Background: an optimization exercise with open tools, aiming at small area, a short achievable clock period and few clock cycles. Do not read the settings as production practice. Where RTL was checked, it was by simulation tests only, not by an equivalence proof against the original. Power is estimated from default activity; no workload was simulated.

// axi_slave_ram
module axi_slave_ram #
(
    parameter C_AXI_ADDR_WIDTH = 9,
    parameter C_AXI_DATA_WIDTH = 32,
    parameter STRB_WIDTH = (C_AXI_DATA_WIDTH/8),
    parameter ID_WIDTH = 1,
    parameter PIPELINE_OUTPUT = 0
)
(
    input  wire                   clk,
    input  wire                   rst,
    input  wire [ID_WIDTH-1:0]    s_axi_awid,
    input  wire [C_AXI_ADDR_WIDTH-1:0]  s_axi_awaddr,
    input  wire [7:0]             s_axi_awlen,
    input  wire [2:0]             s_axi_awsize,
    input  wire [1:0]             s_axi_awburst,
    input  wire                   s_axi_awlock,
    input  wire [3:0]             s_axi_awcache,
    input  wire [2:0]             s_axi_awprot,
    input  wire                   s_axi_awvalid,
    output wire                   s_axi_awready,
    input  wire [C_AXI_DATA_WIDTH-1:0]  s_axi_wdata,
    input  wire [STRB_WIDTH-1:0]  s_axi_wstrb,
    input  wire                   s_axi_wlast,
    input  wire                   s_axi_wvalid,
    output wire                   s_axi_wready,
    output wire [ID_WIDTH-1:0]    s_axi_bid,
    output wire [1:0]             s_axi_bresp,
    output wire                   s_axi_bvalid,
    input  wire                   s_axi_bready,
    input  wire [ID_WIDTH-1:0]    s_axi_arid,
    input  wire [C_AXI_ADDR_WIDTH-1:0]  s_axi_araddr,
    input  wire [7:0]             s_axi_arlen,
    input  wire [2:0]             s_axi_arsize,
    input  wire [1:0]             s_axi_arburst,
    input  wire                   s_axi_arlock,
    input  wire [3:0]             s_axi_arcache,
    input  wire [2:0]             s_axi_arprot,
    input  wire                   s_axi_arvalid,
    output wire                   s_axi_arready,
    output wire [ID_WIDTH-1:0]    s_axi_rid,
    output wire [C_AXI_DATA_WIDTH-1:0]  s_axi_rdata,
    output wire [1:0]             s_axi_rresp,
    output wire                   s_axi_rlast,
    output wire                   s_axi_rvalid,
    input  wire                   s_axi_rready
);
Size in the first run: ~10000 cells after synthesis, about 150 I/O pins, ~140000 um2 of cells after synthesis.
==> flow/config.mk <==
export PLATFORM = sky130hd
export DESIGN_NAME = axi_slave_ram
export DESIGN_NICKNAME = axi_slave_ram
export VERILOG_FILES = /design/flow/design.v
export SDC_FILE = /design/flow/constraint.sdc
export NUM_CORES = 8
export LEC_CHECK = 0
export CAP_MARGIN = 20
export CORE_MARGIN = 2
export CORE_UTILIZATION = 60
export CTS_CLUSTER_DIAMETER = 80
export CTS_CLUSTER_SIZE = 30
export PLACE_DENSITY = 0.7
export SETUP_SLACK_MARGIN = 2.6
export SLEW_MARGIN = 20
export SYNTH_HIERARCHICAL = 1
==> flow/constraint.sdc <==
create_clock -name core_clock -period 5.0 [get_ports {clk}]
set_input_delay 1.0000 -clock core_clock [delete_from_list [all_inputs] [get_ports {clk}]]
set_output_delay 1.0000 -clock core_clock [all_outputs]
set_load 0.01 [all_outputs]
standard.sh (not shown) runs the stock make flow with config.mk's settings and CLKGATE_MAP_FILE= SYNTH_SCRIPT=/design/flow/synth_recipe.tcl, a recipe that flattens the netlist after the stock synthesis.
==> flow/flow/run.sh <==
#!/bin/bash
export BUFFER_PORTS_ARGS="-buffer_cell sky130_fd_sc_hd__buf_2"
export MAX_REPAIR_ANTENNAS_ITER_DRT=5
bash standard.sh > standard.log 2>&1
Then changed:
--- a/flow/design.v
+++ b/flow/design.v
@@ -255,76 +255,54 @@
 assign s_axi_rresp   = 2'b00;
 wire ar_hs    = s_axi_arvalid & arready_r;
 wire out_free = !rvalid_r | s_axi_rready;
 wire out_load = out_free & (sk_v | s2_v);
 wire fetch    = rc_v & !sk_v & (!s2_v | out_free);
 wire r_last   = rc_last;
 wire rc_free  = !rc_v | (fetch & r_last);
 wire [1:0] arsize_c = (s_axi_arsize > 3'd2) ? 2'd2 : s_axi_arsize[1:0];
 wire rc_carry = !rc_fixed && ((rc_size == 2'd2) || (rc_size == 2'd1 && rc_off[1]) ||
                               (rc_size == 2'd0 && rc_off == 2'd3));
 wire [1:0] rc_off_inc = (rc_size == 2'd0) ? rc_off + 2'd1 : (rc_size == 2'd1) ? rc_off + 2'd2 : rc_off;
 wire [8:0] new_addr = arq_v ? arq_addr : s_axi_araddr;
-reg [31:0] nb_lo, f_lo, h_lo;    
-reg [3:0]  nb_hi, f_hi, h_hi;
+reg [31:0] rs_lo_n;
+reg [3:0]  rs_hi_n;
 integer q;
 always @* begin
-    if (arq_v) begin
+    rs_hi_n = rs_hi;
+    for (q = 0; q < 16; q = q + 1) begin
+        rs_lo_n[2*q]   = rs_lo[2*q+1];
+        rs_lo_n[2*q+1] = rs_lo[2*q];
+    end
+    if (rc_free && arq_v) begin
         for (q = 0; q < 16; q = q + 1) begin
-            nb_lo[2*q]   = arq_lo[2*q+1];
-            nb_lo[2*q+1] = arq_lo[2*q];
+            rs_lo_n[2*q]   = arq_lo[2*q+1];
+            rs_lo_n[2*q+1] = arq_lo[2*q];
         end
-        nb_hi = arq_hi;
-    end else begin
+        rs_hi_n = arq_hi;
+    end else if (rc_free) begin
         for (q = 0; q < 32; q = q + 1)
-            nb_lo[q] = ({s_axi_araddr[6:3], s_axi_araddr[2] ^ !ph} == q);
+            rs_lo_n[q] = ({s_axi_araddr[6:3], s_axi_araddr[2] ^ !ph} == q);
         for (q = 0; q < 4; q = q + 1)
-            nb_hi[q] = (s_axi_araddr[8:7] == q);
-    end
-    for (q = 0; q < 16; q = q + 1) begin
-        h_lo[2*q]   = rs_lo[2*q+1];
-        h_lo[2*q+1] = rs_lo[2*q];
-    end
-    h_hi = rs_hi;
-    if (!rc_v) begin
-        h_lo = nb_lo;
-        h_hi = nb_hi;
-    end
-    f_lo = h_lo;
-    f_hi = rs_hi;
-    if (rc_carry) begin
+            rs_hi_n[q] = (s_axi_araddr[8:7] == q);
+    end else if (fetch && rc_carry) begin
         if (rc_w0) begin
-            f_lo = {rs_lo[29:0], rs_lo[31:30]};
+            rs_lo_n = {rs_lo[29:0], rs_lo[31:30]};
             if (rs_lo[31] | rs_lo[30])
-                f_hi = {rs_hi[2:0], rs_hi[3]};
+                rs_hi_n = {rs_hi[2:0], rs_hi[3]};
         end else begin
-            f_lo = rs_lo;
+            rs_lo_n = rs_lo;
         end
     end
-    if (r_last) begin
-        f_lo = nb_lo;
-        f_hi = nb_hi;
-    end
 end
-wire [31:0] rs_lo_n;
-wire [3:0]  rs_hi_n;
-genvar gf;
-generate
-    for (gf = 0; gf < 32; gf = gf + 1) begin : g_rslo
-        rm_mux2 u (.s(fetch), .a0(h_lo[gf]), .a1(f_lo[gf]), .y(rs_lo_n[gf]));
-    end
-    for (gf = 0; gf < 4; gf = gf + 1) begin : g_rshi
-        rm_mux2 u (.s(fetch), .a0(h_hi[gf]), .a1(f_hi[gf]), .y(rs_hi_n[gf]));
-    end
-endgenerate
 reg  [NWORDS-1:0] rsel;
 wire [NWORDS-1:0] rsel_n;
 genvar gs;
 generate
     for (gs = 0; gs < NWORDS; gs = gs + 1) begin : g_rsel
         rm_and2 u (.a(rs_lo_n[gs % 32]), .b(rs_hi_n[gs / 32]), .y(rsel_n[gs]));
     end
 endgenerate
 always @(posedge clk)
     rsel <= rsel_n;
 wire [31:0] p_mux [0:3];
 genvar gj, gg, gk;
Final area shrinks slightly.
Flip-flop and latch count is unchanged.
Hold slack gets better by 0.016 ns.
Via count rose slightly.
Fmax falls by a few percent.
Wire length came out higher by a few percent.
Cell count went down slightly.
Combinational power is lower by about a fifth.
Total power went down slightly.
Global-route usage went up by 2.3 points.
Sequential power hardly moves.
Function was not checked in any run of this note: the RTL went through the layout flow alone.

* * *

axi_slave_ram, a different RTL version from the one above (not shown whole).
For scale: about 10000 cells after synthesis, ~4700 flip-flops, about 150 I/O pins, about 140000 sq um of cells after synthesis.
==> flow/config.mk <==
export PLATFORM = sky130hd
export DESIGN_NAME = axi_slave_ram
export DESIGN_NICKNAME = axi_slave_ram
export VERILOG_FILES = /design/flow/design.v
export SDC_FILE = /design/flow/constraint.sdc
export NUM_CORES = 8
export LEC_CHECK = 0
export CAP_MARGIN = 20
export CORE_MARGIN = 2
export CORE_UTILIZATION = 65
export CTS_CLUSTER_DIAMETER = 80
export CTS_CLUSTER_SIZE = 30
export PLACE_DENSITY = 0.75
export SETUP_SLACK_MARGIN = 2.6
export SLEW_MARGIN = 20
export SYNTH_HIERARCHICAL = 1
==> flow/constraint.sdc <==
create_clock -name core_clock -period 5.0 [get_ports {clk}]
set_input_delay 1.0000 -clock core_clock [delete_from_list [all_inputs] [get_ports {clk}]]
set_output_delay 1.0000 -clock core_clock [all_outputs]
set_load 0.01 [all_outputs]
Scripts as last shown in full above: flow/flow/run.sh
Testbench counts at the start, summed over its fixed seeds: cycles 12,407.
==> next run, changes <==
--- a/flow/design.v
+++ b/flow/design.v
@@ -290,46 +290,58 @@
         rm_and2 u (.a(rs_lo_n[gs % 32]), .b(rs_hi_n[gs / 32]), .y(rsel_n[gs]));
     end
 endgenerate
 always @(posedge clk)
     rsel <= rsel_n;
 wire [31:0] p_mux [0:3];
 genvar gj, gg, gk;
 generate
-    for (gk = 0; gk < 4; gk = gk + 1) begin : g_grp
+    for (gk = 0; gk < 3; gk = gk + 1) begin : g_grp
         for (gj = 0; gj < 32; gj = gj + 1) begin : g_rbit
-            wire [11:0] l1;    
+            wire [10:0] l1;    
             wire [2:0]  l2;    
-            for (gg = 0; gg < 10; gg = gg + 1) begin : g_l1
-                rm_aoi222 u (.a0(mem[32*gk+3*gg][gj]), .s0(rsel[32*gk+3*gg]),
-                             .a1(mem[32*gk+3*gg+1][gj]), .s1(rsel[32*gk+3*gg+1]),
-                             .a2(mem[32*gk+3*gg+2][gj]), .s2(rsel[32*gk+3*gg+2]), .y(l1[gg]));
+            for (gg = 0; gg < 11; gg = gg + 1) begin : g_l1
+                rm_aoi222 u (.a0(mem[33*gk+3*gg][gj]), .s0(rsel[33*gk+3*gg]),
+                             .a1(mem[33*gk+3*gg+1][gj]), .s1(rsel[33*gk+3*gg+1]),
+                             .a2(mem[33*gk+3*gg+2][gj]), .s2(rsel[33*gk+3*gg+2]), .y(l1[gg]));
             end
-            rm_aoi22 u10 (.a0(mem[32*gk+30][gj]), .s0(rsel[32*gk+30]),
-                          .a1(mem[32*gk+31][gj]), .s1(rsel[32*gk+31]), .y(l1[10]));
-            assign l1[11] = 1'b1;
             rm_nand4 u20 (.a(l1[0]), .b(l1[1]), .c(l1[2]),  .d(l1[3]),  .y(l2[0]));
             rm_nand4 u21 (.a(l1[4]), .b(l1[5]), .c(l1[6]),  .d(l1[7]),  .y(l2[1]));
             rm_nand3 u22 (.a(l1[8]), .b(l1[9]), .c(l1[10]), .y(l2[2]));
             rm_nor3 u3 (.a(l2[0]), .b(l2[1]), .c(l2[2]), .y(p_mux[gk][gj]));
         end
     end
+    for (gj = 0; gj < 32; gj = gj + 1) begin : g_rbit3
+        wire [9:0] l1;     
+        wire [2:0] l2;     
+        for (gg = 0; gg < 9; gg = gg + 1) begin : g_l1
+            rm_aoi222 u (.a0(mem[99+3*gg][gj]), .s0(rsel[99+3*gg]),
+                         .a1(mem[99+3*gg+1][gj]), .s1(rsel[99+3*gg+1]),
+                         .a2(mem[99+3*gg+2][gj]), .s2(rsel[99+3*gg+2]), .y(l1[gg]));
+        end
+        rm_aoi22 u9 (.a0(mem[126][gj]), .s0(rsel[126]), .a1(mem[127][gj]), .s1(rsel[127]), .y(l1[9]));
+        rm_nand4 u20 (.a(l1[0]), .b(l1[1]), .c(l1[2]), .d(l1[3]), .y(l2[0]));
+        rm_nand3 u21 (.a(l1[4]), .b(l1[5]), .c(l1[6]), .y(l2[1]));
+        rm_nand3 u22 (.a(l1[7]), .b(l1[8]), .c(l1[9]), .y(l2[2]));
+        rm_nor3 u3 (.a(l2[0]), .b(l2[1]), .c(l2[2]), .y(p_mux[3][gj]));
+    end
 endgenerate
 wire [31:0] rdata_d = ~(p_n[0] & p_n[1] & p_n[2] & p_n[3]);
+wire        s2_hold = !s2_adv;
 reg  [31:0] rdata_q;
 reg         rlast_q;
 reg  [ID_WIDTH-1:0] rid_q;
 wire [31:0] rdata_nd;
 wire        rlast_nd;
 wire [ID_WIDTH-1:0] rid_nd;
 genvar go;
 generate
     for (go = 0; go < 32; go = go + 1) begin : g_rdata
-        rm_mux2 u (.s(s2_adv), .a0(rdata_q[go]), .a1(rdata_d[go]), .y(rdata_nd[go]));
+        rm_ao22 u (.a0(s2_adv), .a1(rdata_d[go]), .b0(s2_hold), .b1(rdata_q[go]), .y(rdata_nd[go]));
     end
     for (go = 0; go < ID_WIDTH; go = go + 1) begin : g_rid
         rm_mux2 u (.s(s2_adv), .a0(rid_q[go]), .a1(s2_id[go]), .y(rid_nd[go]));
     end
 endgenerate
 rm_mux2 u_rlast (.s(s2_adv), .a0(rlast_q), .a1(s2_last), .y(rlast_nd));
 always @(posedge clk) begin
     rdata_q <= rdata_nd;
What happened: The new run completed without violations; sequential power is about the same; utilization came out higher by 0.47 points; setup slack loses 0.055 ns; flip-flop and latch count stays the same; critical path depth rose by 3; synthesized area shrinks by 0.57%; total power hardly moves; hold slack gets worse by 0.0033 ns; clock skew decreases by 0.012 ns; register-to-register slack is worse by 0.11 ns.
No functional check of the RTL was part of the second run of this note.

## separate check: timing with driven ports
No port has a modelled driver above. Below, the same layouts with a new extraction and two added sets of constraints.
Step 1: set_driving_cell puts a clkbuf_16 on clk and a buf_2 on each other input, an assumption about the parent block.
Step 2 moves the port delays by t, midway between the first and last clock arrival at a register: inputs arrive t later, outputs are due t later. That takes back most of the time a late clock gives input paths.
a / b / c = ideal / step 1 / step 2; a / b = the first two.
| run | t (ns) | setup WS [ns] | worst setup path at the end | worst register clock-pin slew, ns |
|---|---|---|---|---|
| the first run of note 1 | 0.987 | 2.465 / 2.465 / 1.918 | input to register | 0.12 / 0.12 |
| the second run of note 1 | 0.976 | 2.394 / 2.344 / 1.487 | input to register | 0.12 / 0.12 |
| the first run of note 2 | 0.976 | 2.490 / 2.389 / 1.765 | input to register | 0.12 / 0.12 |
| the second run of note 2 | 0.978 | 2.434 / 2.434 / 1.527 | input to register | 0.12 / 0.12 |
After both steps setup and hold are still met in every run listed.
